Source: an optimization exercise on an open RTL-to-GDS flow (aim: small area, a short achievable clock period and few clock cycles). Production flows keep margins and buffers that such runs may drop.
Function was checked by simulation only, so behaviour that the tests miss may differ from the original.

<file path="flow/run.sh">
#!/bin/bash
# synth_recipe.tcl (not shown) runs the flow's synth.tcl, then flattens the netlist and writes it again
# the make line also repeats each setting of config.mk as NAME=value (left out here)
make -C /OpenROAD-flow-scripts/flow DESIGN_CONFIG=/design/flow/config.mk WORK_HOME=/design/flow/orfs CLKGATE_MAP_FILE= SYNTH_SCRIPT=/design/flow/synth_recipe.tcl finish
</file>
<file path="flow/config.mk">
export PLATFORM = sky130hd
export DESIGN_NAME = MTX_MUL
export DESIGN_NICKNAME = MTX_MUL
export VERILOG_FILES = /design/flow/design.v
export SDC_FILE = /design/flow/constraint.sdc
export NUM_CORES = 4
export LEC_CHECK = 0
export ABC_CLOCK_PERIOD_IN_PS = 4000
export CAP_MARGIN = 20
export CORE_MARGIN = 2
export CORE_UTILIZATION = 75
export CTS_BUF_LIST = sky130_fd_sc_hd__clkbuf_4 sky130_fd_sc_hd__clkbuf_8 sky130_fd_sc_hd__clkbuf_16
export CTS_CLUSTER_SIZE = 16
export SETUP_SLACK_MARGIN = 4.9
export SLEW_MARGIN = 20
export SYNTH_HIERARCHICAL = 1
export SYNTH_MINIMUM_KEEP_SIZE = 0
</file>
<file path="flow/constraint.sdc">
create_clock -name core_clock -period 9.0 [get_ports {clk}]
set_input_delay 1.8000 -clock core_clock [delete_from_list [all_inputs] [get_ports {clk}]]
set_output_delay 1.8000 -clock core_clock [all_outputs]
set_load 0.01 [all_outputs]
</file>
<file path="flow/design.v">
`timescale 1ns / 1ps
module MTX_MUL( MP, ready, m1, m2, load, clk );
	input[7:0] m1, m2;
	input load, clk;
	output[17:0] MP;
	output ready;
	reg [4:0] cnt;
	reg pl, run, rdy;
	wire [4:0] idx = ( load & ~pl ) ? 5'd0 : cnt;
	always @( posedge clk ) begin
		pl  <= load;
		cnt <= idx + 5'd1;
		run <= load | ( run & ( idx != 5'd31 ) );
		rdy <= run & ( idx >= 5'd15 ) & ( idx != 5'd31 );
	end
	reg [7:0] a [0:11];
	integer k;
	always @( posedge clk ) begin
		a[0] <= m1;
		for( k = 1; k < 12; k = k + 1 ) a[k] <= a[k-1];
	end
	reg [7:0] ar0, ar1, ar2, ar3;
	always @( posedge clk ) begin
		if( idx[1:0] == 2'b00 ) begin
			ar0 <= a[11];
			ar1 <= a[10];
		end
		if( idx[1:0] == 2'b01 ) begin
			ar2 <= a[10];
			ar3 <= a[9];
		end
	end
	reg [7:0] b0 [0:3];
	reg [7:0] b1 [0:3];
	reg [7:0] b2 [0:3];
	reg [7:0] b3 [0:3];
	always @( posedge clk ) begin
		b0[0] <= ( load && idx[3:2] == 2'd0 ) ? m2 : b0[3];
		b1[0] <= ( load && idx[3:2] == 2'd1 ) ? m2 : b1[3];
		b2[0] <= ( load && idx[3:2] == 2'd2 ) ? m2 : b2[3];
		b3[0] <= ( load && idx[3:2] == 2'd3 ) ? m2 : b3[3];
		for( k = 1; k < 4; k = k + 1 ) begin
			b0[k] <= b0[k-1];
			b1[k] <= b1[k-1];
			b2[k] <= b2[k-1];
			b3[k] <= b3[k-1];
		end
	end
	wire [7:0] b0t = b0[0];
	wire [7:0] b1t = b1[0];
	wire [7:0] b2t = b2[1];
	wire [7:0] b3t = b3[1];
	reg [16:0] cs1a, cs1b;
	reg [17:0] cs2a, cs2b;
	reg [17:0] mp;
	wire s1_1, s1_2, s1_3, s1_4, s1_5, s1_6, s1_7, s1_8, s1_9, s1_10, s1_11, s1_12, s1_13, s1_14, s1_15, s1_16, s1_17, s1_18, s1_19, s1_20, s1_21, s1_22, s1_23, s1_24, s1_25, s1_26, s1_27, s1_28, s1_29, s1_30, s1_31, s1_32, s1_33, s1_34, s1_35, s1_36, s1_37, s1_38, s1_39, s1_40, s1_41, s1_42, s1_43, s1_44, s1_45, s1_46, s1_47, s1_48, s1_49, s1_50, s1_51, s1_52, s1_53, s1_54, s1_55, s1_56, s1_57, s1_58, s1_59, s1_60, s1_61, s1_62, s1_63, s1_64, s1_65, s1_66, s1_67, s1_68, s1_69, s1_70, s1_71, s1_72, s1_73, s1_74, s1_75, s1_76, s1_77, s1_78, s1_79, s1_80, s1_81, s1_82, s1_83, s1_84, s1_85, s1_86, s1_87, s1_88, s1_89, s1_90, s1_91, s1_92, s1_93, s1_94, s1_95, s1_96, s1_97, s1_98, s1_99, s1_100, s1_101, s1_102, s1_103, s1_104, s1_105, s1_106, s1_107, s1_108, s1_109, s1_110, s1_111, s1_112, s1_113, s1_114, s1_115, s1_116, s1_117, s1_118, s1_119, s1_120, s1_121, s1_122, s1_123, s1_124, s1_125, s1_126, s1_127, s1_128, s1_129, s1_130, s1_131, s1_132, s1_133, s1_134, s1_135, s1_136, s1_137, s1_138, s1_139, s1_140, s1_141, s1_142, s1_143, s1_144, s1_145, s1_146, s1_147, s1_148, s1_149, s1_150, s1_151, s1_152, s1_153, s1_154, s1_155, s1_156, s1_157, s1_158, s1_159, s1_160, s1_161, s1_162, s1_163, s1_164, s1_165, s1_166, s1_167, s1_168, s1_169, s1_170, s1_171, s1_172, s1_173, s1_174, s1_175, s1_176, s1_177, s1_178, s1_179, s1_180, s1_181, s1_182, s1_183, s1_184, s1_185, s1_186, s1_187, s1_188, s1_189, s1_190, s1_191, s1_192, s1_193, s1_194, s1_195, s1_196, s1_197, s1_198, s1_199, s1_200, s1_201, s1_202, s1_203, s1_204, s1_205, s1_206, s1_207, s1_208, s1_209, s1_210;
	MTX_FA u_s1_1 ( .a( ~( ar0[0] & b0t[6] ) ), .b( ~( ar0[1] & b0t[5] ) ), .c( 1'b1 ), .s( s1_1 ), .co( s1_2 ) );
	MTX_FA u_s1_3 ( .a( ~( ar0[0] & b0t[7] ) ), .b( ~( ar0[1] & b0t[6] ) ), .c( ~( ar0[2] & b0t[5] ) ), .s( s1_3 ), .co( s1_4 ) );
	MTX_FA u_s1_5 ( .a( ~( ar0[3] & b0t[4] ) ), .b( ~( ar0[4] & b0t[3] ) ), .c( ~( ar0[5] & b0t[2] ) ), .s( s1_5 ), .co( s1_6 ) );
	MTX_FA u_s1_7 ( .a( ~( ar0[1] & b0t[7] ) ), .b( ~( ar0[2] & b0t[6] ) ), .c( ~( ar0[3] & b0t[5] ) ), .s( s1_7 ), .co( s1_8 ) );
	MTX_FA u_s1_9 ( .a( ~( ar0[4] & b0t[4] ) ), .b( ~( ar0[5] & b0t[3] ) ), .c( 1'b1 ), .s( s1_9 ), .co( s1_10 ) );
	MTX_FA u_s1_11 ( .a( ~( ar0[2] & b0t[7] ) ), .b( ~( ar0[3] & b0t[6] ) ), .c( 1'b1 ), .s( s1_11 ), .co( s1_12 ) );
	MTX_FA u_s1_13 ( .a( ~( ar0[0] & b0t[4] ) ), .b( ~( ar0[1] & b0t[3] ) ), .c( 1'b1 ), .s( s1_13 ), .co( s1_14 ) );
	MTX_FA u_s1_15 ( .a( ~( ar0[0] & b0t[5] ) ), .b( ~( ar0[1] & b0t[4] ) ), .c( ~( ar0[2] & b0t[3] ) ), .s( s1_15 ), .co( s1_16 ) );
	MTX_FA u_s1_17 ( .a( ~( ar0[3] & b0t[2] ) ), .b( ~( ar0[4] & b0t[1] ) ), .c( ~( ar0[5] & b0t[0] ) ), .s( s1_17 ), .co( s1_18 ) );
	MTX_FA u_s1_19 ( .a( ~( ar0[2] & b0t[4] ) ), .b( ~( ar0[3] & b0t[3] ) ), .c( ~( ar0[4] & b0t[2] ) ), .s( s1_19 ), .co( s1_20 ) );
	MTX_FA u_s1_21 ( .a( ~( ar0[5] & b0t[1] ) ), .b( ~( ar0[6] & b0t[0] ) ), .c( ~( ar1[0] & b1t[6] ) ), .s( s1_21 ), .co( s1_22 ) );
	MTX_FA u_s1_23 ( .a( ~( ar1[1] & b1t[5] ) ), .b( ~( ar1[2] & b1t[4] ) ), .c( ~( ar1[3] & b1t[3] ) ), .s( s1_23 ), .co( s1_24 ) );
	MTX_FA u_s1_25 ( .a( ~( ar0[6] & b0t[1] ) ), .b( ~( ar0[7] & b0t[0] ) ), .c( ~( ar1[0] & b1t[7] ) ), .s( s1_25 ), .co( s1_26 ) );
	MTX_FA u_s1_27 ( .a( ~( ar1[1] & b1t[6] ) ), .b( ~( ar1[2] & b1t[5] ) ), .c( ~( ar1[3] & b1t[4] ) ), .s( s1_27 ), .co( s1_28 ) );
	MTX_FA u_s1_29 ( .a( ~( ar1[4] & b1t[3] ) ), .b( ~( ar1[5] & b1t[2] ) ), .c( ~( ar1[6] & b1t[1] ) ), .s( s1_29 ), .co( s1_30 ) );
	MTX_FA u_s1_31 ( .a( ~( ar1[7] & b1t[0] ) ), .b( s1_2 ), .c( 1'b1 ), .s( s1_31 ), .co( s1_32 ) );
	MTX_FA u_s1_33 ( .a( ~( ar0[6] & b0t[2] ) ), .b( ~( ar0[7] & b0t[1] ) ), .c( ~( ar1[1] & b1t[7] ) ), .s( s1_33 ), .co( s1_34 ) );
	MTX_FA u_s1_35 ( .a( ~( ar1[2] & b1t[6] ) ), .b( ~( ar1[3] & b1t[5] ) ), .c( ~( ar1[4] & b1t[4] ) ), .s( s1_35 ), .co( s1_36 ) );
	MTX_FA u_s1_37 ( .a( ~( ar1[5] & b1t[3] ) ), .b( ~( ar1[6] & b1t[2] ) ), .c( ~( ar1[7] & b1t[1] ) ), .s( s1_37 ), .co( s1_38 ) );
	MTX_FA u_s1_39 ( .a( s1_4 ), .b( s1_6 ), .c( s1_7 ), .s( s1_39 ), .co( s1_40 ) );
	MTX_FA u_s1_41 ( .a( ~( ar0[4] & b0t[5] ) ), .b( ~( ar0[5] & b0t[4] ) ), .c( ~( ar0[6] & b0t[3] ) ), .s( s1_41 ), .co( s1_42 ) );
	MTX_FA u_s1_43 ( .a( ~( ar0[7] & b0t[2] ) ), .b( ~( ar1[2] & b1t[7] ) ), .c( ~( ar1[3] & b1t[6] ) ), .s( s1_43 ), .co( s1_44 ) );
	MTX_FA u_s1_45 ( .a( ~( ar1[4] & b1t[5] ) ), .b( ~( ar1[5] & b1t[4] ) ), .c( ~( ar1[6] & b1t[3] ) ), .s( s1_45 ), .co( s1_46 ) );
	MTX_FA u_s1_47 ( .a( ~( ar1[7] & b1t[2] ) ), .b( s1_10 ), .c( s1_11 ), .s( s1_47 ), .co( s1_48 ) );
	MTX_FA u_s1_49 ( .a( ~( ar0[3] & b0t[7] ) ), .b( ~( ar0[4] & b0t[6] ) ), .c( ~( ar0[5] & b0t[5] ) ), .s( s1_49 ), .co( s1_50 ) );
	MTX_FA u_s1_51 ( .a( ~( ar0[6] & b0t[4] ) ), .b( ~( ar0[7] & b0t[3] ) ), .c( ~( ar1[3] & b1t[7] ) ), .s( s1_51 ), .co( s1_52 ) );
	MTX_FA u_s1_53 ( .a( ~( ar1[4] & b1t[6] ) ), .b( ~( ar1[5] & b1t[5] ) ), .c( ~( ar1[6] & b1t[4] ) ), .s( s1_53 ), .co( s1_54 ) );
	MTX_FA u_s1_55 ( .a( ~( ar0[4] & b0t[7] ) ), .b( ~( ar0[5] & b0t[6] ) ), .c( ~( ar0[6] & b0t[5] ) ), .s( s1_55 ), .co( s1_56 ) );
	MTX_FA u_s1_57 ( .a( ~( ar0[0] & b0t[3] ) ), .b( ~( ar0[1] & b0t[2] ) ), .c( ~( ar0[2] & b0t[1] ) ), .s( s1_57 ), .co( s1_58 ) );
	MTX_FA u_s1_59 ( .a( ~( ar0[2] & b0t[2] ) ), .b( ~( ar0[3] & b0t[1] ) ), .c( ~( ar0[4] & b0t[0] ) ), .s( s1_59 ), .co( s1_60 ) );
	MTX_FA u_s1_61 ( .a( ~( ar1[0] & b1t[4] ) ), .b( ~( ar1[1] & b1t[3] ) ), .c( ~( ar1[2] & b1t[2] ) ), .s( s1_61 ), .co( s1_62 ) );
	MTX_FA u_s1_63 ( .a( ~( ar1[0] & b1t[5] ) ), .b( ~( ar1[1] & b1t[4] ) ), .c( ~( ar1[2] & b1t[3] ) ), .s( s1_63 ), .co( s1_64 ) );
	MTX_FA u_s1_65 ( .a( ~( ar1[3] & b1t[2] ) ), .b( ~( ar1[4] & b1t[1] ) ), .c( ~( ar1[5] & b1t[0] ) ), .s( s1_65 ), .co( s1_66 ) );
	MTX_FA u_s1_67 ( .a( s1_14 ), .b( s1_15 ), .c( 1'b1 ), .s( s1_67 ), .co( s1_68 ) );
	MTX_FA u_s1_69 ( .a( ~( ar1[4] & b1t[2] ) ), .b( ~( ar1[5] & b1t[1] ) ), .c( ~( ar1[6] & b1t[0] ) ), .s( s1_69 ), .co( s1_70 ) );
	MTX_FA u_s1_71 ( .a( s1_1 ), .b( s1_16 ), .c( s1_18 ), .s( s1_71 ), .co( s1_72 ) );
	MTX_FA u_s1_73 ( .a( s1_19 ), .b( s1_21 ), .c( s1_23 ), .s( s1_73 ), .co( s1_74 ) );
	MTX_FA u_s1_75 ( .a( s1_20 ), .b( s1_22 ), .c( s1_24 ), .s( s1_75 ), .co( s1_76 ) );
	MTX_FA u_s1_77 ( .a( s1_25 ), .b( s1_27 ), .c( s1_29 ), .s( s1_77 ), .co( s1_78 ) );
	MTX_FA u_s1_79 ( .a( s1_3 ), .b( s1_5 ), .c( s1_31 ), .s( s1_79 ), .co( s1_80 ) );
	MTX_FA u_s1_81 ( .a( s1_26 ), .b( s1_28 ), .c( s1_30 ), .s( s1_81 ), .co( s1_82 ) );
	MTX_FA u_s1_83 ( .a( s1_33 ), .b( s1_35 ), .c( s1_37 ), .s( s1_83 ), .co( s1_84 ) );
	MTX_FA u_s1_85 ( .a( s1_9 ), .b( s1_32 ), .c( s1_39 ), .s( s1_85 ), .co( s1_86 ) );
	MTX_FA u_s1_87 ( .a( s1_34 ), .b( s1_36 ), .c( s1_38 ), .s( s1_87 ), .co( s1_88 ) );
	MTX_FA u_s1_89 ( .a( s1_41 ), .b( s1_43 ), .c( s1_45 ), .s( s1_89 ), .co( s1_90 ) );
	MTX_FA u_s1_91 ( .a( s1_8 ), .b( s1_40 ), .c( s1_47 ), .s( s1_91 ), .co( s1_92 ) );
	MTX_FA u_s1_93 ( .a( ~( ar1[7] & b1t[3] ) ), .b( s1_12 ), .c( s1_42 ), .s( s1_93 ), .co( s1_94 ) );
	MTX_FA u_s1_95 ( .a( s1_44 ), .b( s1_46 ), .c( s1_49 ), .s( s1_95 ), .co( s1_96 ) );
	MTX_FA u_s1_97 ( .a( s1_51 ), .b( s1_53 ), .c( s1_48 ), .s( s1_97 ), .co( s1_98 ) );
	MTX_FA u_s1_99 ( .a( ~( ar0[7] & b0t[4] ) ), .b( ~( ar1[4] & b1t[7] ) ), .c( ~( ar1[5] & b1t[6] ) ), .s( s1_99 ), .co( s1_100 ) );
	MTX_FA u_s1_101 ( .a( ~( ar1[6] & b1t[5] ) ), .b( ~( ar1[7] & b1t[4] ) ), .c( s1_50 ), .s( s1_101 ), .co( s1_102 ) );
	MTX_FA u_s1_103 ( .a( s1_52 ), .b( s1_54 ), .c( s1_55 ), .s( s1_103 ), .co( s1_104 ) );
	MTX_FA u_s1_105 ( .a( ~( ar0[5] & b0t[7] ) ), .b( ~( ar0[6] & b0t[6] ) ), .c( ~( ar0[7] & b0t[5] ) ), .s( s1_105 ), .co( s1_106 ) );
	MTX_FA u_s1_107 ( .a( ~( ar1[5] & b1t[7] ) ), .b( ~( ar1[6] & b1t[6] ) ), .c( ~( ar1[7] & b1t[5] ) ), .s( s1_107 ), .co( s1_108 ) );
	MTX_FA u_s1_109 ( .a( ~( ar0[0] & b0t[2] ) ), .b( ~( ar0[1] & b0t[1] ) ), .c( ~( ar0[2] & b0t[0] ) ), .s( s1_109 ), .co( s1_110 ) );
	MTX_FA u_s1_111 ( .a( ~( ar0[3] & b0t[0] ) ), .b( ~( ar1[0] & b1t[3] ) ), .c( ~( ar1[1] & b1t[2] ) ), .s( s1_111 ), .co( s1_112 ) );
	MTX_FA u_s1_113 ( .a( ~( ar1[2] & b1t[1] ) ), .b( ~( ar1[3] & b1t[0] ) ), .c( 1'b1 ), .s( s1_113 ), .co( s1_114 ) );
	MTX_FA u_s1_115 ( .a( ~( ar1[3] & b1t[1] ) ), .b( ~( ar1[4] & b1t[0] ) ), .c( s1_13 ), .s( s1_115 ), .co( s1_116 ) );
	MTX_FA u_s1_117 ( .a( s1_58 ), .b( s1_59 ), .c( s1_61 ), .s( s1_117 ), .co( s1_118 ) );
	MTX_FA u_s1_119 ( .a( s1_17 ), .b( s1_60 ), .c( s1_62 ), .s( s1_119 ), .co( s1_120 ) );
	MTX_FA u_s1_121 ( .a( s1_63 ), .b( s1_65 ), .c( s1_67 ), .s( s1_121 ), .co( s1_122 ) );
	MTX_FA u_s1_123 ( .a( s1_64 ), .b( s1_66 ), .c( s1_69 ), .s( s1_123 ), .co( s1_124 ) );
	MTX_FA u_s1_125 ( .a( s1_68 ), .b( s1_71 ), .c( s1_73 ), .s( s1_125 ), .co( s1_126 ) );
	MTX_FA u_s1_127 ( .a( s1_70 ), .b( s1_72 ), .c( s1_74 ), .s( s1_127 ), .co( s1_128 ) );
	MTX_FA u_s1_129 ( .a( s1_75 ), .b( s1_77 ), .c( s1_79 ), .s( s1_129 ), .co( s1_130 ) );
	MTX_FA u_s1_131 ( .a( s1_76 ), .b( s1_78 ), .c( s1_81 ), .s( s1_131 ), .co( s1_132 ) );
	MTX_FA u_s1_133 ( .a( s1_83 ), .b( s1_80 ), .c( s1_85 ), .s( s1_133 ), .co( s1_134 ) );
	MTX_FA u_s1_135 ( .a( s1_82 ), .b( s1_84 ), .c( s1_87 ), .s( s1_135 ), .co( s1_136 ) );
	MTX_FA u_s1_137 ( .a( s1_89 ), .b( s1_86 ), .c( s1_91 ), .s( s1_137 ), .co( s1_138 ) );
	MTX_FA u_s1_139 ( .a( s1_88 ), .b( s1_90 ), .c( s1_93 ), .s( s1_139 ), .co( s1_140 ) );
	MTX_FA u_s1_141 ( .a( s1_95 ), .b( s1_92 ), .c( s1_97 ), .s( s1_141 ), .co( s1_142 ) );
	MTX_FA u_s1_143 ( .a( s1_99 ), .b( s1_101 ), .c( s1_103 ), .s( s1_143 ), .co( s1_144 ) );
	MTX_FA u_s1_145 ( .a( s1_94 ), .b( s1_96 ), .c( s1_98 ), .s( s1_145 ), .co( s1_146 ) );
	MTX_FA u_s1_147 ( .a( s1_100 ), .b( s1_105 ), .c( s1_107 ), .s( s1_147 ), .co( s1_148 ) );
	MTX_FA u_s1_149 ( .a( s1_56 ), .b( s1_102 ), .c( s1_104 ), .s( s1_149 ), .co( s1_150 ) );
	MTX_FA u_s1_151 ( .a( ~( ar0[6] & b0t[7] ) ), .b( ~( ar0[7] & b0t[6] ) ), .c( ~( ar1[6] & b1t[7] ) ), .s( s1_151 ), .co( s1_152 ) );
	MTX_FA u_s1_153 ( .a( ~( ar1[7] & b1t[6] ) ), .b( s1_106 ), .c( s1_108 ), .s( s1_153 ), .co( s1_154 ) );
	MTX_FA u_s1_155 ( .a( ~( ar0[0] & b0t[1] ) ), .b( ~( ar0[1] & b0t[0] ) ), .c( 1'b1 ), .s( s1_155 ), .co( s1_156 ) );
	MTX_FA u_s1_157 ( .a( ~( ar1[0] & b1t[2] ) ), .b( ~( ar1[1] & b1t[1] ) ), .c( ~( ar1[2] & b1t[0] ) ), .s( s1_157 ), .co( s1_158 ) );
	MTX_FA u_s1_159 ( .a( s1_110 ), .b( s1_111 ), .c( s1_113 ), .s( s1_159 ), .co( s1_160 ) );
	MTX_FA u_s1_161 ( .a( s1_112 ), .b( s1_114 ), .c( s1_115 ), .s( s1_161 ), .co( s1_162 ) );
	MTX_FA u_s1_163 ( .a( s1_116 ), .b( s1_118 ), .c( s1_119 ), .s( s1_163 ), .co( s1_164 ) );
	MTX_FA u_s1_165 ( .a( s1_120 ), .b( s1_123 ), .c( s1_122 ), .s( s1_165 ), .co( s1_166 ) );
	MTX_FA u_s1_167 ( .a( s1_124 ), .b( s1_126 ), .c( s1_127 ), .s( s1_167 ), .co( s1_168 ) );
	MTX_FA u_s1_169 ( .a( s1_128 ), .b( s1_131 ), .c( s1_130 ), .s( s1_169 ), .co( s1_170 ) );
	MTX_FA u_s1_171 ( .a( s1_132 ), .b( s1_135 ), .c( s1_134 ), .s( s1_171 ), .co( s1_172 ) );
	MTX_FA u_s1_173 ( .a( s1_136 ), .b( s1_139 ), .c( s1_138 ), .s( s1_173 ), .co( s1_174 ) );
	MTX_FA u_s1_175 ( .a( s1_140 ), .b( s1_143 ), .c( s1_142 ), .s( s1_175 ), .co( s1_176 ) );
	MTX_FA u_s1_177 ( .a( s1_147 ), .b( s1_144 ), .c( s1_149 ), .s( s1_177 ), .co( s1_178 ) );
	MTX_FA u_s1_179 ( .a( s1_151 ), .b( s1_148 ), .c( s1_153 ), .s( s1_179 ), .co( s1_180 ) );
	MTX_FA u_s1_181 ( .a( ~( ar0[7] & b0t[7] ) ), .b( ~( ar1[7] & b1t[7] ) ), .c( s1_152 ), .s( s1_181 ), .co( s1_182 ) );
	MTX_FA u_s1_183 ( .a( ~( ar1[0] & b1t[1] ) ), .b( ~( ar1[1] & b1t[0] ) ), .c( 1'b1 ), .s( s1_183 ), .co( s1_184 ) );
	MTX_FA u_s1_185 ( .a( s1_109 ), .b( s1_156 ), .c( s1_157 ), .s( s1_185 ), .co( s1_186 ) );
	MTX_FA u_s1_187 ( .a( s1_158 ), .b( s1_57 ), .c( s1_159 ), .s( s1_187 ), .co( s1_188 ) );
	MTX_FA u_s1_189 ( .a( s1_117 ), .b( s1_160 ), .c( s1_161 ), .s( s1_189 ), .co( s1_190 ) );
	MTX_FA u_s1_191 ( .a( s1_121 ), .b( s1_162 ), .c( s1_163 ), .s( s1_191 ), .co( s1_192 ) );
	MTX_FA u_s1_193 ( .a( s1_125 ), .b( s1_164 ), .c( s1_165 ), .s( s1_193 ), .co( s1_194 ) );
	MTX_FA u_s1_195 ( .a( s1_129 ), .b( s1_166 ), .c( s1_167 ), .s( s1_195 ), .co( s1_196 ) );
	MTX_FA u_s1_197 ( .a( s1_133 ), .b( s1_168 ), .c( s1_169 ), .s( s1_197 ), .co( s1_198 ) );
	MTX_FA u_s1_199 ( .a( s1_137 ), .b( s1_170 ), .c( s1_171 ), .s( s1_199 ), .co( s1_200 ) );
	MTX_FA u_s1_201 ( .a( s1_141 ), .b( s1_172 ), .c( s1_173 ), .s( s1_201 ), .co( s1_202 ) );
	MTX_FA u_s1_203 ( .a( s1_145 ), .b( s1_174 ), .c( s1_175 ), .s( s1_203 ), .co( s1_204 ) );
	MTX_FA u_s1_205 ( .a( s1_146 ), .b( s1_177 ), .c( s1_176 ), .s( s1_205 ), .co( s1_206 ) );
	MTX_FA u_s1_207 ( .a( s1_150 ), .b( s1_179 ), .c( s1_178 ), .s( s1_207 ), .co( s1_208 ) );
	MTX_FA u_s1_209 ( .a( s1_154 ), .b( s1_181 ), .c( s1_180 ), .s( s1_209 ), .co( s1_210 ) );
	wire [16:0] s1a = { 1'b1, s1_182, s1_209, s1_207, s1_205, s1_203, s1_201, s1_199, s1_197, s1_195, s1_193, s1_191, s1_189, s1_187, s1_185, s1_155, ~( ar0[0] & b0t[0] ) };
	wire [16:0] s1b = { 1'b1, s1_210, s1_208, s1_206, s1_204, s1_202, s1_200, s1_198, s1_196, s1_194, s1_192, s1_190, s1_188, s1_186, s1_184, s1_183, ~( ar1[0] & b1t[0] ) };
	wire s2_1, s2_2, s2_3, s2_4, s2_5, s2_6, s2_7, s2_8, s2_9, s2_10, s2_11, s2_12, s2_13, s2_14, s2_15, s2_16, s2_17, s2_18, s2_19, s2_20, s2_21, s2_22, s2_23, s2_24, s2_25, s2_26, s2_27, s2_28, s2_29, s2_30, s2_31, s2_32, s2_33, s2_34, s2_35, s2_36, s2_37, s2_38, s2_39, s2_40, s2_41, s2_42, s2_43, s2_44, s2_45, s2_46, s2_47, s2_48, s2_49, s2_50, s2_51, s2_52, s2_53, s2_54, s2_55, s2_56, s2_57, s2_58, s2_59, s2_60, s2_61, s2_62, s2_63, s2_64, s2_65, s2_66, s2_67, s2_68, s2_69, s2_70, s2_71, s2_72, s2_73, s2_74, s2_75, s2_76, s2_77, s2_78, s2_79, s2_80, s2_81, s2_82, s2_83, s2_84, s2_85, s2_86, s2_87, s2_88, s2_89, s2_90, s2_91, s2_92, s2_93, s2_94, s2_95, s2_96, s2_97, s2_98, s2_99, s2_100, s2_101, s2_102, s2_103, s2_104, s2_105, s2_106, s2_107, s2_108, s2_109, s2_110, s2_111, s2_112, s2_113, s2_114, s2_115, s2_116, s2_117, s2_118, s2_119, s2_120, s2_121, s2_122, s2_123, s2_124, s2_125, s2_126, s2_127, s2_128, s2_129, s2_130, s2_131, s2_132, s2_133, s2_134, s2_135, s2_136, s2_137, s2_138, s2_139, s2_140, s2_141, s2_142, s2_143, s2_144, s2_145, s2_146, s2_147, s2_148, s2_149, s2_150, s2_151, s2_152, s2_153, s2_154, s2_155, s2_156, s2_157, s2_158, s2_159, s2_160, s2_161, s2_162, s2_163, s2_164, s2_165, s2_166, s2_167, s2_168, s2_169, s2_170, s2_171, s2_172, s2_173, s2_174, s2_175, s2_176, s2_177, s2_178, s2_179, s2_180, s2_181, s2_182, s2_183, s2_184, s2_185, s2_186, s2_187, s2_188, s2_189, s2_190, s2_191, s2_192, s2_193, s2_194, s2_195, s2_196, s2_197, s2_198, s2_199, s2_200, s2_201, s2_202, s2_203, s2_204, s2_205, s2_206, s2_207, s2_208, s2_209, s2_210, s2_211, s2_212, s2_213, s2_214, s2_215, s2_216, s2_217, s2_218, s2_219, s2_220, s2_221, s2_222, s2_223, s2_224, s2_225, s2_226, s2_227, s2_228, s2_229, s2_230, s2_231, s2_232, s2_233, s2_234, s2_235, s2_236, s2_237, s2_238, s2_239, s2_240, s2_241, s2_242, s2_243, s2_244, s2_245, s2_246, s2_247, s2_248, s2_249, s2_250, s2_251, s2_252, s2_253, s2_254, s2_255, s2_256, s2_257, s2_258, s2_259, s2_260, s2_261, s2_262, s2_263, s2_264, s2_265, s2_266, s2_267, s2_268, s2_269, s2_270, s2_271, s2_272, s2_273, s2_274;
	MTX_FA u_s2_1 ( .a( cs1a[5] ), .b( cs1b[5] ), .c( 1'b1 ), .s( s2_1 ), .co( s2_2 ) );
	MTX_FA u_s2_3 ( .a( cs1a[6] ), .b( cs1b[6] ), .c( ~( ar2[0] & b2t[6] ) ), .s( s2_3 ), .co( s2_4 ) );
	MTX_FA u_s2_5 ( .a( ~( ar2[1] & b2t[5] ) ), .b( ~( ar2[2] & b2t[4] ) ), .c( ~( ar2[3] & b2t[3] ) ), .s( s2_5 ), .co( s2_6 ) );
	MTX_FA u_s2_7 ( .a( cs1a[7] ), .b( cs1b[7] ), .c( ~( ar2[0] & b2t[7] ) ), .s( s2_7 ), .co( s2_8 ) );
	MTX_FA u_s2_9 ( .a( ~( ar2[1] & b2t[6] ) ), .b( ~( ar2[2] & b2t[5] ) ), .c( ~( ar2[3] & b2t[4] ) ), .s( s2_9 ), .co( s2_10 ) );
	MTX_FA u_s2_11 ( .a( ~( ar2[4] & b2t[3] ) ), .b( ~( ar2[5] & b2t[2] ) ), .c( ~( ar2[6] & b2t[1] ) ), .s( s2_11 ), .co( s2_12 ) );
	MTX_FA u_s2_13 ( .a( ~( ar2[7] & b2t[0] ) ), .b( ~( ar3[0] & b3t[7] ) ), .c( 1'b1 ), .s( s2_13 ), .co( s2_14 ) );
	MTX_FA u_s2_15 ( .a( cs1a[8] ), .b( cs1b[8] ), .c( ~( ar2[1] & b2t[7] ) ), .s( s2_15 ), .co( s2_16 ) );
	MTX_FA u_s2_17 ( .a( ~( ar2[2] & b2t[6] ) ), .b( ~( ar2[3] & b2t[5] ) ), .c( ~( ar2[4] & b2t[4] ) ), .s( s2_17 ), .co( s2_18 ) );
	MTX_FA u_s2_19 ( .a( ~( ar2[5] & b2t[3] ) ), .b( ~( ar2[6] & b2t[2] ) ), .c( ~( ar2[7] & b2t[1] ) ), .s( s2_19 ), .co( s2_20 ) );
	MTX_FA u_s2_21 ( .a( ~( ar3[1] & b3t[7] ) ), .b( ~( ar3[2] & b3t[6] ) ), .c( 1'b1 ), .s( s2_21 ), .co( s2_22 ) );
	MTX_FA u_s2_23 ( .a( cs1a[9] ), .b( cs1b[9] ), .c( ~( ar2[2] & b2t[7] ) ), .s( s2_23 ), .co( s2_24 ) );
	MTX_FA u_s2_25 ( .a( ~( ar2[3] & b2t[6] ) ), .b( ~( ar2[4] & b2t[5] ) ), .c( ~( ar2[5] & b2t[4] ) ), .s( s2_25 ), .co( s2_26 ) );
	MTX_FA u_s2_27 ( .a( ~( ar2[6] & b2t[3] ) ), .b( ~( ar2[7] & b2t[2] ) ), .c( 1'b1 ), .s( s2_27 ), .co( s2_28 ) );
	MTX_FA u_s2_29 ( .a( cs1a[10] ), .b( cs1b[10] ), .c( ~( ar2[3] & b2t[7] ) ), .s( s2_29 ), .co( s2_30 ) );
	MTX_FA u_s2_31 ( .a( cs1a[3] ), .b( cs1b[3] ), .c( 1'b1 ), .s( s2_31 ), .co( s2_32 ) );
	MTX_FA u_s2_33 ( .a( cs1a[4] ), .b( cs1b[4] ), .c( ~( ar2[0] & b2t[4] ) ), .s( s2_33 ), .co( s2_34 ) );
	MTX_FA u_s2_35 ( .a( ~( ar2[1] & b2t[3] ) ), .b( ~( ar2[2] & b2t[2] ) ), .c( ~( ar2[3] & b2t[1] ) ), .s( s2_35 ), .co( s2_36 ) );
	MTX_FA u_s2_37 ( .a( ~( ar2[0] & b2t[5] ) ), .b( ~( ar2[1] & b2t[4] ) ), .c( ~( ar2[2] & b2t[3] ) ), .s( s2_37 ), .co( s2_38 ) );
	MTX_FA u_s2_39 ( .a( ~( ar2[3] & b2t[2] ) ), .b( ~( ar2[4] & b2t[1] ) ), .c( ~( ar2[5] & b2t[0] ) ), .s( s2_39 ), .co( s2_40 ) );
	MTX_FA u_s2_41 ( .a( ~( ar3[0] & b3t[5] ) ), .b( ~( ar3[1] & b3t[4] ) ), .c( ~( ar3[2] & b3t[3] ) ), .s( s2_41 ), .co( s2_42 ) );
	MTX_FA u_s2_43 ( .a( ~( ar2[4] & b2t[2] ) ), .b( ~( ar2[5] & b2t[1] ) ), .c( ~( ar2[6] & b2t[0] ) ), .s( s2_43 ), .co( s2_44 ) );
	MTX_FA u_s2_45 ( .a( ~( ar3[0] & b3t[6] ) ), .b( ~( ar3[1] & b3t[5] ) ), .c( ~( ar3[2] & b3t[4] ) ), .s( s2_45 ), .co( s2_46 ) );
	MTX_FA u_s2_47 ( .a( ~( ar3[3] & b3t[3] ) ), .b( ~( ar3[4] & b3t[2] ) ), .c( ~( ar3[5] & b3t[1] ) ), .s( s2_47 ), .co( s2_48 ) );
	MTX_FA u_s2_49 ( .a( ~( ar3[6] & b3t[0] ) ), .b( s2_2 ), .c( 1'b1 ), .s( s2_49 ), .co( s2_50 ) );
	MTX_FA u_s2_51 ( .a( ~( ar3[1] & b3t[6] ) ), .b( ~( ar3[2] & b3t[5] ) ), .c( ~( ar3[3] & b3t[4] ) ), .s( s2_51 ), .co( s2_52 ) );
	MTX_FA u_s2_53 ( .a( ~( ar3[4] & b3t[3] ) ), .b( ~( ar3[5] & b3t[2] ) ), .c( ~( ar3[6] & b3t[1] ) ), .s( s2_53 ), .co( s2_54 ) );
	MTX_FA u_s2_55 ( .a( ~( ar3[7] & b3t[0] ) ), .b( s2_11 ), .c( s2_13 ), .s( s2_55 ), .co( s2_56 ) );
	MTX_FA u_s2_57 ( .a( s2_4 ), .b( s2_6 ), .c( s2_7 ), .s( s2_57 ), .co( s2_58 ) );
	MTX_FA u_s2_59 ( .a( ~( ar3[3] & b3t[5] ) ), .b( ~( ar3[4] & b3t[4] ) ), .c( ~( ar3[5] & b3t[3] ) ), .s( s2_59 ), .co( s2_60 ) );
	MTX_FA u_s2_61 ( .a( ~( ar3[6] & b3t[2] ) ), .b( ~( ar3[7] & b3t[1] ) ), .c( s2_10 ), .s( s2_61 ), .co( s2_62 ) );
	MTX_FA u_s2_63 ( .a( s2_12 ), .b( s2_14 ), .c( s2_15 ), .s( s2_63 ), .co( s2_64 ) );
	MTX_FA u_s2_65 ( .a( s2_17 ), .b( s2_19 ), .c( s2_21 ), .s( s2_65 ), .co( s2_66 ) );
	MTX_FA u_s2_67 ( .a( ~( ar3[2] & b3t[7] ) ), .b( ~( ar3[3] & b3t[6] ) ), .c( ~( ar3[4] & b3t[5] ) ), .s( s2_67 ), .co( s2_68 ) );
	MTX_FA u_s2_69 ( .a( ~( ar3[5] & b3t[4] ) ), .b( ~( ar3[6] & b3t[3] ) ), .c( ~( ar3[7] & b3t[2] ) ), .s( s2_69 ), .co( s2_70 ) );
	MTX_FA u_s2_71 ( .a( s2_16 ), .b( s2_18 ), .c( s2_20 ), .s( s2_71 ), .co( s2_72 ) );
	MTX_FA u_s2_73 ( .a( s2_22 ), .b( s2_23 ), .c( s2_25 ), .s( s2_73 ), .co( s2_74 ) );
	MTX_FA u_s2_75 ( .a( ~( ar2[4] & b2t[6] ) ), .b( ~( ar2[5] & b2t[5] ) ), .c( ~( ar2[6] & b2t[4] ) ), .s( s2_75 ), .co( s2_76 ) );
	MTX_FA u_s2_77 ( .a( ~( ar2[7] & b2t[3] ) ), .b( ~( ar3[3] & b3t[7] ) ), .c( ~( ar3[4] & b3t[6] ) ), .s( s2_77 ), .co( s2_78 ) );
	MTX_FA u_s2_79 ( .a( ~( ar3[5] & b3t[5] ) ), .b( ~( ar3[6] & b3t[4] ) ), .c( ~( ar3[7] & b3t[3] ) ), .s( s2_79 ), .co( s2_80 ) );
	MTX_FA u_s2_81 ( .a( s2_24 ), .b( s2_26 ), .c( s2_28 ), .s( s2_81 ), .co( s2_82 ) );
	MTX_FA u_s2_83 ( .a( cs1a[11] ), .b( cs1b[11] ), .c( ~( ar2[4] & b2t[7] ) ), .s( s2_83 ), .co( s2_84 ) );
	MTX_FA u_s2_85 ( .a( ~( ar2[5] & b2t[6] ) ), .b( ~( ar2[6] & b2t[5] ) ), .c( ~( ar2[7] & b2t[4] ) ), .s( s2_85 ), .co( s2_86 ) );
	MTX_FA u_s2_87 ( .a( ~( ar3[4] & b3t[7] ) ), .b( ~( ar3[5] & b3t[6] ) ), .c( ~( ar3[6] & b3t[5] ) ), .s( s2_87 ), .co( s2_88 ) );
	MTX_FA u_s2_89 ( .a( cs1a[12] ), .b( cs1b[12] ), .c( ~( ar2[5] & b2t[7] ) ), .s( s2_89 ), .co( s2_90 ) );
	MTX_FA u_s2_91 ( .a( cs1a[2] ), .b( cs1b[2] ), .c( ~( ar2[0] & b2t[2] ) ), .s( s2_91 ), .co( s2_92 ) );
	MTX_FA u_s2_93 ( .a( ~( ar2[0] & b2t[3] ) ), .b( ~( ar2[1] & b2t[2] ) ), .c( ~( ar2[2] & b2t[1] ) ), .s( s2_93 ), .co( s2_94 ) );
	MTX_FA u_s2_95 ( .a( ~( ar2[3] & b2t[0] ) ), .b( ~( ar3[0] & b3t[3] ) ), .c( ~( ar3[1] & b3t[2] ) ), .s( s2_95 ), .co( s2_96 ) );
	MTX_FA u_s2_97 ( .a( ~( ar2[4] & b2t[0] ) ), .b( ~( ar3[0] & b3t[4] ) ), .c( ~( ar3[1] & b3t[3] ) ), .s( s2_97 ), .co( s2_98 ) );
	MTX_FA u_s2_99 ( .a( ~( ar3[2] & b3t[2] ) ), .b( ~( ar3[3] & b3t[1] ) ), .c( ~( ar3[4] & b3t[0] ) ), .s( s2_99 ), .co( s2_100 ) );
	MTX_FA u_s2_101 ( .a( s2_32 ), .b( s2_33 ), .c( 1'b1 ), .s( s2_101 ), .co( s2_102 ) );
	MTX_FA u_s2_103 ( .a( ~( ar3[3] & b3t[2] ) ), .b( ~( ar3[4] & b3t[1] ) ), .c( ~( ar3[5] & b3t[0] ) ), .s( s2_103 ), .co( s2_104 ) );
	MTX_FA u_s2_105 ( .a( s2_1 ), .b( s2_34 ), .c( s2_36 ), .s( s2_105 ), .co( s2_106 ) );
	MTX_FA u_s2_107 ( .a( s2_37 ), .b( s2_39 ), .c( s2_41 ), .s( s2_107 ), .co( s2_108 ) );
	MTX_FA u_s2_109 ( .a( s2_3 ), .b( s2_38 ), .c( s2_40 ), .s( s2_109 ), .co( s2_110 ) );
	MTX_FA u_s2_111 ( .a( s2_42 ), .b( s2_43 ), .c( s2_45 ), .s( s2_111 ), .co( s2_112 ) );
	MTX_FA u_s2_113 ( .a( s2_47 ), .b( s2_5 ), .c( s2_49 ), .s( s2_113 ), .co( s2_114 ) );
	MTX_FA u_s2_115 ( .a( s2_44 ), .b( s2_46 ), .c( s2_48 ), .s( s2_115 ), .co( s2_116 ) );
	MTX_FA u_s2_117 ( .a( s2_51 ), .b( s2_53 ), .c( s2_9 ), .s( s2_117 ), .co( s2_118 ) );
	MTX_FA u_s2_119 ( .a( s2_50 ), .b( s2_55 ), .c( s2_57 ), .s( s2_119 ), .co( s2_120 ) );
	MTX_FA u_s2_121 ( .a( s2_52 ), .b( s2_54 ), .c( s2_59 ), .s( s2_121 ), .co( s2_122 ) );
	MTX_FA u_s2_123 ( .a( s2_8 ), .b( s2_56 ), .c( s2_58 ), .s( s2_123 ), .co( s2_124 ) );
	MTX_FA u_s2_125 ( .a( s2_61 ), .b( s2_63 ), .c( s2_65 ), .s( s2_125 ), .co( s2_126 ) );
	MTX_FA u_s2_127 ( .a( s2_27 ), .b( s2_60 ), .c( s2_67 ), .s( s2_127 ), .co( s2_128 ) );
	MTX_FA u_s2_129 ( .a( s2_69 ), .b( s2_62 ), .c( s2_64 ), .s( s2_129 ), .co( s2_130 ) );
	MTX_FA u_s2_131 ( .a( s2_66 ), .b( s2_71 ), .c( s2_73 ), .s( s2_131 ), .co( s2_132 ) );
	MTX_FA u_s2_133 ( .a( s2_29 ), .b( s2_68 ), .c( s2_70 ), .s( s2_133 ), .co( s2_134 ) );
	MTX_FA u_s2_135 ( .a( s2_75 ), .b( s2_77 ), .c( s2_79 ), .s( s2_135 ), .co( s2_136 ) );
	MTX_FA u_s2_137 ( .a( s2_72 ), .b( s2_74 ), .c( s2_81 ), .s( s2_137 ), .co( s2_138 ) );
	MTX_FA u_s2_139 ( .a( ~( ar3[7] & b3t[4] ) ), .b( s2_30 ), .c( s2_76 ), .s( s2_139 ), .co( s2_140 ) );
	MTX_FA u_s2_141 ( .a( s2_78 ), .b( s2_80 ), .c( s2_83 ), .s( s2_141 ), .co( s2_142 ) );
	MTX_FA u_s2_143 ( .a( s2_85 ), .b( s2_87 ), .c( s2_82 ), .s( s2_143 ), .co( s2_144 ) );
	MTX_FA u_s2_145 ( .a( ~( ar2[6] & b2t[6] ) ), .b( ~( ar2[7] & b2t[5] ) ), .c( ~( ar3[5] & b3t[7] ) ), .s( s2_145 ), .co( s2_146 ) );
	MTX_FA u_s2_147 ( .a( ~( ar3[6] & b3t[6] ) ), .b( ~( ar3[7] & b3t[5] ) ), .c( s2_84 ), .s( s2_147 ), .co( s2_148 ) );
	MTX_FA u_s2_149 ( .a( s2_86 ), .b( s2_88 ), .c( s2_89 ), .s( s2_149 ), .co( s2_150 ) );
	MTX_FA u_s2_151 ( .a( cs1a[13] ), .b( cs1b[13] ), .c( ~( ar2[6] & b2t[7] ) ), .s( s2_151 ), .co( s2_152 ) );
	MTX_FA u_s2_153 ( .a( ~( ar2[7] & b2t[6] ) ), .b( ~( ar3[6] & b3t[7] ) ), .c( ~( ar3[7] & b3t[6] ) ), .s( s2_153 ), .co( s2_154 ) );
	MTX_FA u_s2_155 ( .a( cs1a[1] ), .b( cs1b[1] ), .c( ~( ar2[0] & b2t[1] ) ), .s( s2_155 ), .co( s2_156 ) );
	MTX_FA u_s2_157 ( .a( ~( ar2[1] & b2t[1] ) ), .b( ~( ar2[2] & b2t[0] ) ), .c( ~( ar3[0] & b3t[2] ) ), .s( s2_157 ), .co( s2_158 ) );
	MTX_FA u_s2_159 ( .a( ~( ar3[1] & b3t[1] ) ), .b( ~( ar3[2] & b3t[0] ) ), .c( 1'b1 ), .s( s2_159 ), .co( s2_160 ) );
	MTX_FA u_s2_161 ( .a( ~( ar3[2] & b3t[1] ) ), .b( ~( ar3[3] & b3t[0] ) ), .c( s2_31 ), .s( s2_161 ), .co( s2_162 ) );
	MTX_FA u_s2_163 ( .a( s2_92 ), .b( s2_93 ), .c( s2_95 ), .s( s2_163 ), .co( s2_164 ) );
	MTX_FA u_s2_165 ( .a( s2_35 ), .b( s2_94 ), .c( s2_96 ), .s( s2_165 ), .co( s2_166 ) );
	MTX_FA u_s2_167 ( .a( s2_97 ), .b( s2_99 ), .c( s2_101 ), .s( s2_167 ), .co( s2_168 ) );
	MTX_FA u_s2_169 ( .a( s2_100 ), .b( s2_103 ), .c( s2_98 ), .s( s2_169 ), .co( s2_170 ) );
	MTX_FA u_s2_171 ( .a( s2_102 ), .b( s2_105 ), .c( s2_107 ), .s( s2_171 ), .co( s2_172 ) );
	MTX_FA u_s2_173 ( .a( s2_104 ), .b( s2_106 ), .c( s2_108 ), .s( s2_173 ), .co( s2_174 ) );
	MTX_FA u_s2_175 ( .a( s2_109 ), .b( s2_111 ), .c( s2_113 ), .s( s2_175 ), .co( s2_176 ) );
	MTX_FA u_s2_177 ( .a( s2_110 ), .b( s2_112 ), .c( s2_115 ), .s( s2_177 ), .co( s2_178 ) );
	MTX_FA u_s2_179 ( .a( s2_117 ), .b( s2_114 ), .c( s2_119 ), .s( s2_179 ), .co( s2_180 ) );
	MTX_FA u_s2_181 ( .a( s2_116 ), .b( s2_118 ), .c( s2_121 ), .s( s2_181 ), .co( s2_182 ) );
	MTX_FA u_s2_183 ( .a( s2_120 ), .b( s2_123 ), .c( s2_125 ), .s( s2_183 ), .co( s2_184 ) );
	MTX_FA u_s2_185 ( .a( s2_122 ), .b( s2_127 ), .c( s2_124 ), .s( s2_185 ), .co( s2_186 ) );
	MTX_FA u_s2_187 ( .a( s2_126 ), .b( s2_129 ), .c( s2_131 ), .s( s2_187 ), .co( s2_188 ) );
	MTX_FA u_s2_189 ( .a( s2_128 ), .b( s2_133 ), .c( s2_135 ), .s( s2_189 ), .co( s2_190 ) );
	MTX_FA u_s2_191 ( .a( s2_130 ), .b( s2_132 ), .c( s2_137 ), .s( s2_191 ), .co( s2_192 ) );
	MTX_FA u_s2_193 ( .a( s2_134 ), .b( s2_136 ), .c( s2_139 ), .s( s2_193 ), .co( s2_194 ) );
	MTX_FA u_s2_195 ( .a( s2_141 ), .b( s2_138 ), .c( s2_143 ), .s( s2_195 ), .co( s2_196 ) );
	MTX_FA u_s2_197 ( .a( s2_145 ), .b( s2_140 ), .c( s2_142 ), .s( s2_197 ), .co( s2_198 ) );
	MTX_FA u_s2_199 ( .a( s2_147 ), .b( s2_149 ), .c( s2_144 ), .s( s2_199 ), .co( s2_200 ) );
	MTX_FA u_s2_201 ( .a( s2_146 ), .b( s2_151 ), .c( s2_153 ), .s( s2_201 ), .co( s2_202 ) );
	MTX_FA u_s2_203 ( .a( s2_90 ), .b( s2_148 ), .c( s2_150 ), .s( s2_203 ), .co( s2_204 ) );
	MTX_FA u_s2_205 ( .a( cs1a[14] ), .b( cs1b[14] ), .c( ~( ar2[7] & b2t[7] ) ), .s( s2_205 ), .co( s2_206 ) );
	MTX_FA u_s2_207 ( .a( ~( ar3[7] & b3t[7] ) ), .b( s2_152 ), .c( s2_154 ), .s( s2_207 ), .co( s2_208 ) );
	MTX_FA u_s2_209 ( .a( cs1a[0] ), .b( cs1b[0] ), .c( 1'b1 ), .s( s2_209 ), .co( s2_210 ) );
	MTX_FA u_s2_211 ( .a( ~( ar2[1] & b2t[0] ) ), .b( ~( ar3[0] & b3t[1] ) ), .c( ~( ar3[1] & b3t[0] ) ), .s( s2_211 ), .co( s2_212 ) );
	MTX_FA u_s2_213 ( .a( s2_156 ), .b( s2_157 ), .c( s2_159 ), .s( s2_213 ), .co( s2_214 ) );
	MTX_FA u_s2_215 ( .a( s2_158 ), .b( s2_160 ), .c( s2_161 ), .s( s2_215 ), .co( s2_216 ) );
	MTX_FA u_s2_217 ( .a( s2_162 ), .b( s2_164 ), .c( s2_165 ), .s( s2_217 ), .co( s2_218 ) );
	MTX_FA u_s2_219 ( .a( s2_166 ), .b( s2_169 ), .c( s2_168 ), .s( s2_219 ), .co( s2_220 ) );
	MTX_FA u_s2_221 ( .a( s2_170 ), .b( s2_172 ), .c( s2_173 ), .s( s2_221 ), .co( s2_222 ) );
	MTX_FA u_s2_223 ( .a( s2_174 ), .b( s2_177 ), .c( s2_176 ), .s( s2_223 ), .co( s2_224 ) );
	MTX_FA u_s2_225 ( .a( s2_178 ), .b( s2_181 ), .c( s2_180 ), .s( s2_225 ), .co( s2_226 ) );
	MTX_FA u_s2_227 ( .a( s2_182 ), .b( s2_184 ), .c( s2_185 ), .s( s2_227 ), .co( s2_228 ) );
	MTX_FA u_s2_229 ( .a( s2_189 ), .b( s2_186 ), .c( s2_188 ), .s( s2_229 ), .co( s2_230 ) );
	MTX_FA u_s2_231 ( .a( s2_190 ), .b( s2_193 ), .c( s2_192 ), .s( s2_231 ), .co( s2_232 ) );
	MTX_FA u_s2_233 ( .a( s2_194 ), .b( s2_197 ), .c( s2_196 ), .s( s2_233 ), .co( s2_234 ) );
	MTX_FA u_s2_235 ( .a( s2_201 ), .b( s2_198 ), .c( s2_203 ), .s( s2_235 ), .co( s2_236 ) );
	MTX_FA u_s2_237 ( .a( s2_205 ), .b( s2_202 ), .c( s2_207 ), .s( s2_237 ), .co( s2_238 ) );
	MTX_FA u_s2_239 ( .a( cs1a[15] ), .b( cs1b[15] ), .c( s2_206 ), .s( s2_239 ), .co( s2_240 ) );
	MTX_FA u_s2_241 ( .a( ~( ar2[0] & b2t[0] ) ), .b( ~( ar3[0] & b3t[0] ) ), .c( 1'b1 ), .s( s2_241 ), .co( s2_242 ) );
	MTX_FA u_s2_243 ( .a( s2_155 ), .b( s2_210 ), .c( s2_211 ), .s( s2_243 ), .co( s2_244 ) );
	MTX_FA u_s2_245 ( .a( s2_212 ), .b( s2_91 ), .c( s2_213 ), .s( s2_245 ), .co( s2_246 ) );
	MTX_FA u_s2_247 ( .a( s2_163 ), .b( s2_214 ), .c( s2_215 ), .s( s2_247 ), .co( s2_248 ) );
	MTX_FA u_s2_249 ( .a( s2_167 ), .b( s2_216 ), .c( s2_217 ), .s( s2_249 ), .co( s2_250 ) );
	MTX_FA u_s2_251 ( .a( s2_171 ), .b( s2_218 ), .c( s2_219 ), .s( s2_251 ), .co( s2_252 ) );
	MTX_FA u_s2_253 ( .a( s2_175 ), .b( s2_220 ), .c( s2_221 ), .s( s2_253 ), .co( s2_254 ) );
	MTX_FA u_s2_255 ( .a( s2_179 ), .b( s2_222 ), .c( s2_223 ), .s( s2_255 ), .co( s2_256 ) );
	MTX_FA u_s2_257 ( .a( s2_183 ), .b( s2_224 ), .c( s2_225 ), .s( s2_257 ), .co( s2_258 ) );
	MTX_FA u_s2_259 ( .a( s2_187 ), .b( s2_226 ), .c( s2_227 ), .s( s2_259 ), .co( s2_260 ) );
	MTX_FA u_s2_261 ( .a( s2_191 ), .b( s2_228 ), .c( s2_229 ), .s( s2_261 ), .co( s2_262 ) );
	MTX_FA u_s2_263 ( .a( s2_195 ), .b( s2_230 ), .c( s2_231 ), .s( s2_263 ), .co( s2_264 ) );
	MTX_FA u_s2_265 ( .a( s2_199 ), .b( s2_232 ), .c( s2_233 ), .s( s2_265 ), .co( s2_266 ) );
	MTX_FA u_s2_267 ( .a( s2_200 ), .b( s2_235 ), .c( s2_234 ), .s( s2_267 ), .co( s2_268 ) );
	MTX_FA u_s2_269 ( .a( s2_204 ), .b( s2_237 ), .c( s2_236 ), .s( s2_269 ), .co( s2_270 ) );
	MTX_FA u_s2_271 ( .a( s2_208 ), .b( s2_239 ), .c( s2_238 ), .s( s2_271 ), .co( s2_272 ) );
	MTX_FA u_s2_273 ( .a( cs1a[16] ), .b( cs1b[16] ), .c( s2_240 ), .s( s2_273 ), .co( s2_274 ) );
	wire [17:0] s2a = { s2_274, s2_273, s2_271, s2_269, s2_267, s2_265, s2_263, s2_261, s2_259, s2_257, s2_255, s2_253, s2_251, s2_249, s2_247, s2_245, s2_243, s2_209 };
	wire [17:0] s2b = { 1'b1, s2_272, s2_270, s2_268, s2_266, s2_264, s2_262, s2_260, s2_258, s2_256, s2_254, s2_252, s2_250, s2_248, s2_246, s2_244, s2_242, s2_241 };
	always @( posedge clk ) begin
		cs1a <= s1a;
		cs1b <= s1b;
		cs2a <= s2a;
		cs2b <= s2b;
		mp <= ~( cs2a + cs2b + 18'd1 );
	end
	assign ready = rdy & ~load;
	assign MP = mp;
endmodule
module MTX_FA( a, b, c, s, co );
	input a, b, c;
	output s, co;
	assign s = a ^ b ^ c;
	assign co = ( a & b ) | ( a & c ) | ( b & c );
endmodule
module MTX_HAN( a, b, s, co );
	input a, b;
	output s, co;
	assign s = ~( a ^ b );
	assign co = a | b;
endmodule
</file>
==> results of run 1 <==
[cell type report]
class                   instances  area [um2]
repair buffers                 36       350.3
multi-input cells             679        7239
flip-flops and latches        349        7307
well taps                     265       331.6
clock buffers                  44       917.1
inverters                      10       37.54
clock inverters                12       183.9
fillers                       990        3032
[Yosys stat by module (local to each module, per instance)]
module,cells inside,copies in the design,cell area (um2)
MTX_MUL,845,1,9926
MTX_FA,1,242,20.02
[cell families after synthesis]
kind of cell	count (synthesis)
buffers and inverters	79
muxes	33
xor gates and xnor gates	15
AOI/OAI and AO/OA	46
other	1
and+or+nand+nor	299
adders and majority gates	265
DFF	349
[synth_stat cells, drive strengths merged]
library cell  number  share of area (%)
nand4b             2               0.12
ha                22                1.9
o21ai              8               0.27
o21bai             2               0.10
a21oi             11               0.37
mux2              32                2.4
a211o              3               0.18
a311oi             1              0.059
o31ai              1              0.051
dfxtp            317                 43
a211oi             2               0.14
xor2               7               0.42
and2               1              0.042
a21o               8               0.42
a31oi              2              0.085
o21a               1              0.051
mux2i              1              0.068
clkbuf            67                1.7
conb               1              0.025
nand2b             5               0.21
o211ai             2               0.14
edfxtp            32                6.5
inv               10               0.25
nor2               5               0.13
and2b              1              0.059
buf                2              0.068
xnor2              8               0.47
a21boi             1              0.051
or3                1              0.042
nand4              3               0.13
fa               243                 33
or2b               1              0.051
o22a               1              0.068
nor2b              1              0.042
a22oi              1               0.14
a221o              2               0.14
nand3              6               0.20
nand2            268                6.8
nor3               2              0.068
and3               3               0.13
[what timing repair did]
item,in CTS,in global routing
endpoints found under the setup margin,1,1
gates resized for setup,7,1
pin swaps,0,0
hold buffers,0,0
setup buffers,0,0
[per-layer routing]
metal  wire length [um]  share of wire, %  up-vias  track usage, %
met3               1873               6.3      108           5.331
met5                  0                 0        -               0
met2              15390                52      390           54.15
met4               1699               5.7        0           15.89
li1                   -                 -     3421               -
met1              10750                36     4121           37.26
[state kept, by name (all words and copies together) (netlist names), 17 cells and up]
name and flops:
a 96, b0 32, b1 32, b2 32, b3 32, cs2a 18
mp 18, cs2b 17
[stage by stage]
stage               util, %  setup WS, ns  hold slack [ns]
floorplan                 -         5.064           0.3096
global placement      78.75         4.207           0.3096
detailed placement    78.75         4.179           0.3121
CTS                   84.40         4.914           0.3227
global route          84.37         4.998           0.3245
finish                84.37         5.008           0.3225
[how the worst min path moves through the flow]
stage,from,to
3_3_place_gp,a[7][0]$_DFF_P_,a[8][0]$_DFF_P_
5_1_grt,a[6][1]$_DFF_P_,a[7][1]$_DFF_P_
6_report,a[7][4]$_DFF_P_,a[8][4]$_DFF_P_
4_1_cts,a[7][4]$_DFF_P_,a[8][4]$_DFF_P_
3_5_place_dp,b2[2][3]$_DFF_P_,b2[3][3]$_DFF_P_
2_1_floorplan,a[0][0]$_DFF_P_,a[1][0]$_DFF_P_
==> results.txt, run 1 <==
outcome=timing/DRC/antenna clean; simple-gate share of the synthesized area=8.030%; reg2reg path depth=7; H-tree lvl count=1; R2R Setup Slk=5.21 ns; Largest stage delay, worst path=0.15 ns; critical path cell sequence=buf_2, nor2b_1, buf_2; commonest non-fill, non-tap cell in the layout=dfxtp_1; # setup viols final=0; Ys Warns=12; hold path depth=0; critical path's slowest cell=buf_2; commonest cells after routing, fill and taps aside=dfxtp_1 (317), nand2_1 (268), fa_1 (243); Post-Synthesis Cell Area=0.01477 mm2; placed instance area=0.01528 mm2; Slew HR=44.60%; CP endpoint=ready; Max Fanout on Critical Path=8; Post-DRT Antenna Nets=0; Core ar.=0.01940 mm2; first-pass GRT wire length=47090 um; drt initial violations=537; row cnt=51; r2r startpoint=b2[1][5]$_DFF_P_; largest family of logic cells by synthesized area=adder cells; Seq cells post-synth=349; crit share post-route=44.36%; drt pass-1 iters=5; TNS Setup=0 ns; count of pins over their slew limit=0; Levels on crit path=3; Vias/cell=5.763; dpl hpwl=21130 um; Netlist cell types=43; wire per inst=21.30 um; gr ovfl total=0; delay-heaviest family, CP=buffers and inverters; All-Layer GR Usage=30.96%; area delta synth->final=10.81%; adder-cell share of the synthesized area=34.80%; initial antenna violation count=0; CTS tree=done; Final #Nets=1389; clock skew=0.01439 ns; # diodes=0; Routed WL=29720 um; I/O pin count=37; Max Cap Violations=0; die span in x=144.3 um; cell repeated most along the worst path=buf_2; clk slew on worst S/H paths=0.07 ns; Placed Cells=1339; Worst setup EP type=output pin; DRC violations left=0; Clock Latency Late Sink=0.56 ns; worst hold path type=reg -> reg; Worst EP required=7.20 ns; largest net degree at the start of global routing=18; kind of critical path=in -> out; Tmin final=3.992 ns; RSZ-0062 raised after global routing=no; Post-Synth XOR/XNOR Area=0.8895%; Die ar.=0.02083 mm2; die height=144.3 um; Worst Setup SP=load; synthesized instance count=1087; total number of vias=8040; post-synthesis mux area share=2.507%; root buffer cell=clkbuf_16; Final Hold Fails=0; sequential cell area fraction in the yosys report=49.47%; maximum clock rate=250.5 MHz; critical path startpoint category=input port; Clock Tree Buf Depth=3; vias in the first global route=8985; Compound-Gate Fraction of Synth Area=2.253%; port bufs=36; r2r endpoint=cs2a[9]$_DFF_P_; effective utilization at floorplan=76.14%; TritonCTS Sinks=349; Inserted Clock Buffers=30; Arrival @ worst endpoint=2.19 ns; fraction of layout cells with a size suffix above 1=8.496%; gpl congestion=0.8887; Mean Syn Cell Area=13.59 um2; Final Non-Filler Cells=1395; Final Cell Area=0.01637 mm2; worst slew pin tran=0.8310 ns; Buf/Inv on CP=2
Testbench counts, summed over its fixed seeds: cycles 6,144.
==> run 2: changes to the inputs <==
--- a/flow/config.mk
+++ b/flow/config.mk
@@ -10,6 +10,7 @@
 export CORE_MARGIN = 2
 export CORE_UTILIZATION = 75
-export CTS_BUF_LIST = sky130_fd_sc_hd__clkbuf_4 sky130_fd_sc_hd__clkbuf_8 sky130_fd_sc_hd__clkbuf_16
-export CTS_CLUSTER_SIZE = 16
+export CTS_BUF_LIST = sky130_fd_sc_hd__clkbuf_8
+export CTS_CLUSTER_DIAMETER = 50
+export CTS_CLUSTER_SIZE = 20
 export SETUP_SLACK_MARGIN = 4.9
 export SLEW_MARGIN = 20
==> run 2 against run 1 <==
Register-to-register slack about the same. Fmax decreased by 1.9%. Count of clock-buffer cells in the layout decreased by 16. Critical path depth unchanged. Final cell count decreased by 0.65%. Synthesized cell count unchanged. Worst hold slack got worse by 0.0099 ns. Via count decreased by 2.1%. Routed wire length decreased by 6.6%. Die area unchanged. Non-clock buffer count unchanged.
==> results.txt, run 2 <==
outcome=timing/DRC/antenna clean; Vias/cell=5.679; fraction of layout cells with a size suffix above 1=7.226%; vias in the first global route=8685; Worst setup EP type=output pin; gr ovfl total=0; Worst EP required=7.20 ns; Largest stage delay, worst path=0.22 ns; Synth async-reset ratio=0%; Seq cells post-synth=349; area delta synth->final=7.243%; Mean Syn Cell Area=13.59 um2; Fill cells=1115; Final Cell Area=0.01584 mm2; Clock Tree Buf Depth=3; hold_sp=b0[2][1]$_DFF_P_; r2r startpoint=b2[1][5]$_DFF_P_; commonest non-fill, non-tap cell in the layout=dfxtp_1; Inserted Clock Buffers=27; # diodes=0; clk slew on worst S/H paths=0.11 ns; Biggest register=a; Buf/Inv on CP=2; RSZ-0062 raised after global routing=no; critical path's slowest cell=clkdlybuf4s15_2; Worst Setup SP=load; gpl congestion=0.8887; post-synth top area share=42.96%; TritonCTS Sinks=349; Post-CTS Hold Buffers=0; Core ar.=0.01940 mm2; most frequent cell after synthesis=dfxtp_1; top cells by area, synth=dfxtp_1 (43%), fa_1 (33%), nand2_1 (6.8%), edfxtp_1 (6.5%), mux2_2 (2.4%); Max Cap Violations=0; drt pass-1 iters=6; Levels on crit path=3; Final #Nets=1386; TNS Setup=0 ns; All-Layer GR Usage=28.95%; Arrival @ worst endpoint=2.27 ns; Final Util=81.66%; critical path startpoint category=input port; post-CTS sizing=7; initial antenna violation count=0; max reg flops=96; delay-heaviest family, CP=buffers and inverters; drt initial violations=583; Hold WS=0.3126 ns; I/O pin count=37; CTS tree=done; Die ar.=0.02083 mm2; Sequential cell area=0.007307 mm2; r2r endpoint=cs2a[9]$_DFF_P_; Tmin final=4.070 ns; Post-DRT Antenna Nets=0; port bufs=36; Slew HR=44.45%; CP endpoint=ready; maximum clock rate=245.7 MHz; effective utilization at floorplan=76.14%; final worst slack=4.930 ns; placed instance area=0.01528 mm2; Netlist cell types=43; number of post-CTS setup repair buffers=0; total number of vias=7871; wire per inst=20.02 um; root buffer cell=clkbuf_8; Final Hold Fails=0; die height=144.3 um; reg2reg path depth=7; Post-synth EDFFs=32; die span in x=144.3 um; Ys Warns=12; H-tree lvl count=1; dpl hpwl=21130 um; Clock Latency Late Sink=0.62 ns; Routed WL=27750 um; row cnt=51; crit share post-route=45.22%; multi-input logic area=0.007239 mm2; worst slew pin tran=0.8332 ns; ys flop type=dfxtp_1; count of pins over their slew limit=0; first-pass GRT wire length=44460 um; DRC violations left=0; commonest cells after routing, fill and taps aside=dfxtp_1 (317), nand2_1 (268), fa_1 (243); largest net degree at the start of global routing=22; Max Fanout on Critical Path=8; synthesized instance count=1087; most frequent cells after synthesis=dfxtp_1 (317), nand2_1 (268), fa_1 (243); kind of critical path=in -> out; DP Worst Slack=4.179 ns; sequential cell area fraction in the yosys report=49.47%; worst hold path type=reg -> reg; clock skew=0.04995 ns; Post-Synthesis Cell Area=0.01477 mm2; # setup viols final=0; R2R Setup Slk=5.20 ns; post-synth top area cell=dfxtp_1; critical path cell sequence=buf_2, nor2b_1, clkdlybuf4s15_2
==> run 2: cell count changes in the layout (fill, tap and decap cells not counted), sizes merged <==
cell,previous run,this run
clkbuf,44,28
inv,11,26
bufinv,4,0
clkinv,5,1
buf,2,1
clkdlybuf4s15,0,1
==> run 2: metrics by stage <==
stage                     instances
after global routing           1386
after CTS                      1386
after detailed placement       1339
final                          1386
after global placement         1339
after floorplan                1107
==> run 2: cells by family (layout without fill, tap and decap cells) <==
group | count (synthesis) | count (layout) | share of synthesized area (%)
AO/OA/AOI/OAI | 46 | 46 | 2.253
XOR/XNOR | 15 | 15 | 0.8895
adder cells (fa/ha/maj) | 265 | 265 | 34.80
buffers and inverters | 79 | 93 | 2.025
flip-flops | 349 | 349 | 49.47
multiplexers | 33 | 33 | 2.507
other | 1 | 21 | 0.02539
AND/OR/NAND/NOR | 299 | 299 | 8.031
==> run 2: per-module statistics from Yosys, one instance, submodules excluded <==
module / copies in the design / cell area, um2 / flops+latches
MTX_MUL: 1 / 9926 / 349
MTX_FA: 242 / 20.02 / 0
==> run 2: final cells by class <==
| type | instances | share of cell area [%] |
|---|---|---|
| clock inverters | 19 | 1.153 |
| inverters | 10 | 0.2370 |
| repair buffers | 36 | 2.251 |
| clock buffers | 28 | 2.433 |
| flip-flops and latches | 349 | 46.13 |
| multi-input cells | 679 | 45.70 |
| well taps | 265 | 2.093 |
==> run 2: layer usage <==
metal | vias up | GRT usage, % | wire (um)
met5 | - | 0 | 0
met3 | 99 | 4.801 | 1579
met4 | 0 | 15.69 | 1705
met1 | 4031 | 35.76 | 10360
li1 | 3404 | - | -
met2 | 337 | 49.39 | 14100
==> run 2: worst min path at each step <==
stage / depth (start not counted) / to
6_report: 0 / b0[3][1]$_DFF_P_
5_1_grt: 0 / b3[3][3]$_DFF_P_
4_1_cts: 0 / b0[3][1]$_DFF_P_
3_5_place_dp: 0 / b2[3][3]$_DFF_P_
3_3_place_gp: 0 / a[8][0]$_DFF_P_
2_1_floorplan: 0 / a[1][0]$_DFF_P_

-- port drivers added, routing unchanged --
In the flow no input, the clock included, has a driving cell. The finished layouts below were timed again as built, in two steps. Step 1, drivers: a clkbuf_16 drives clk and a buf_2 each remaining input, both assumed. Step 2 times the ports against the registers' clock, not the clock port: input delays grow and output delays shrink by t, the midpoint of the rising clock arrivals with the driver on. Three values: no drivers, after step 1, after step 2; two values: the first two.
run	shift t [ns]	slack for setup (ns)	worst hold slack (ns)
run 1	0.596	5.008 / 4.987 / 4.987	0.323 / 0.323 / 0.323
run 2	0.633	4.930 / 4.909 / 4.909	0.313 / 0.313 / 0.313
After both steps setup and hold are still met in every run listed.
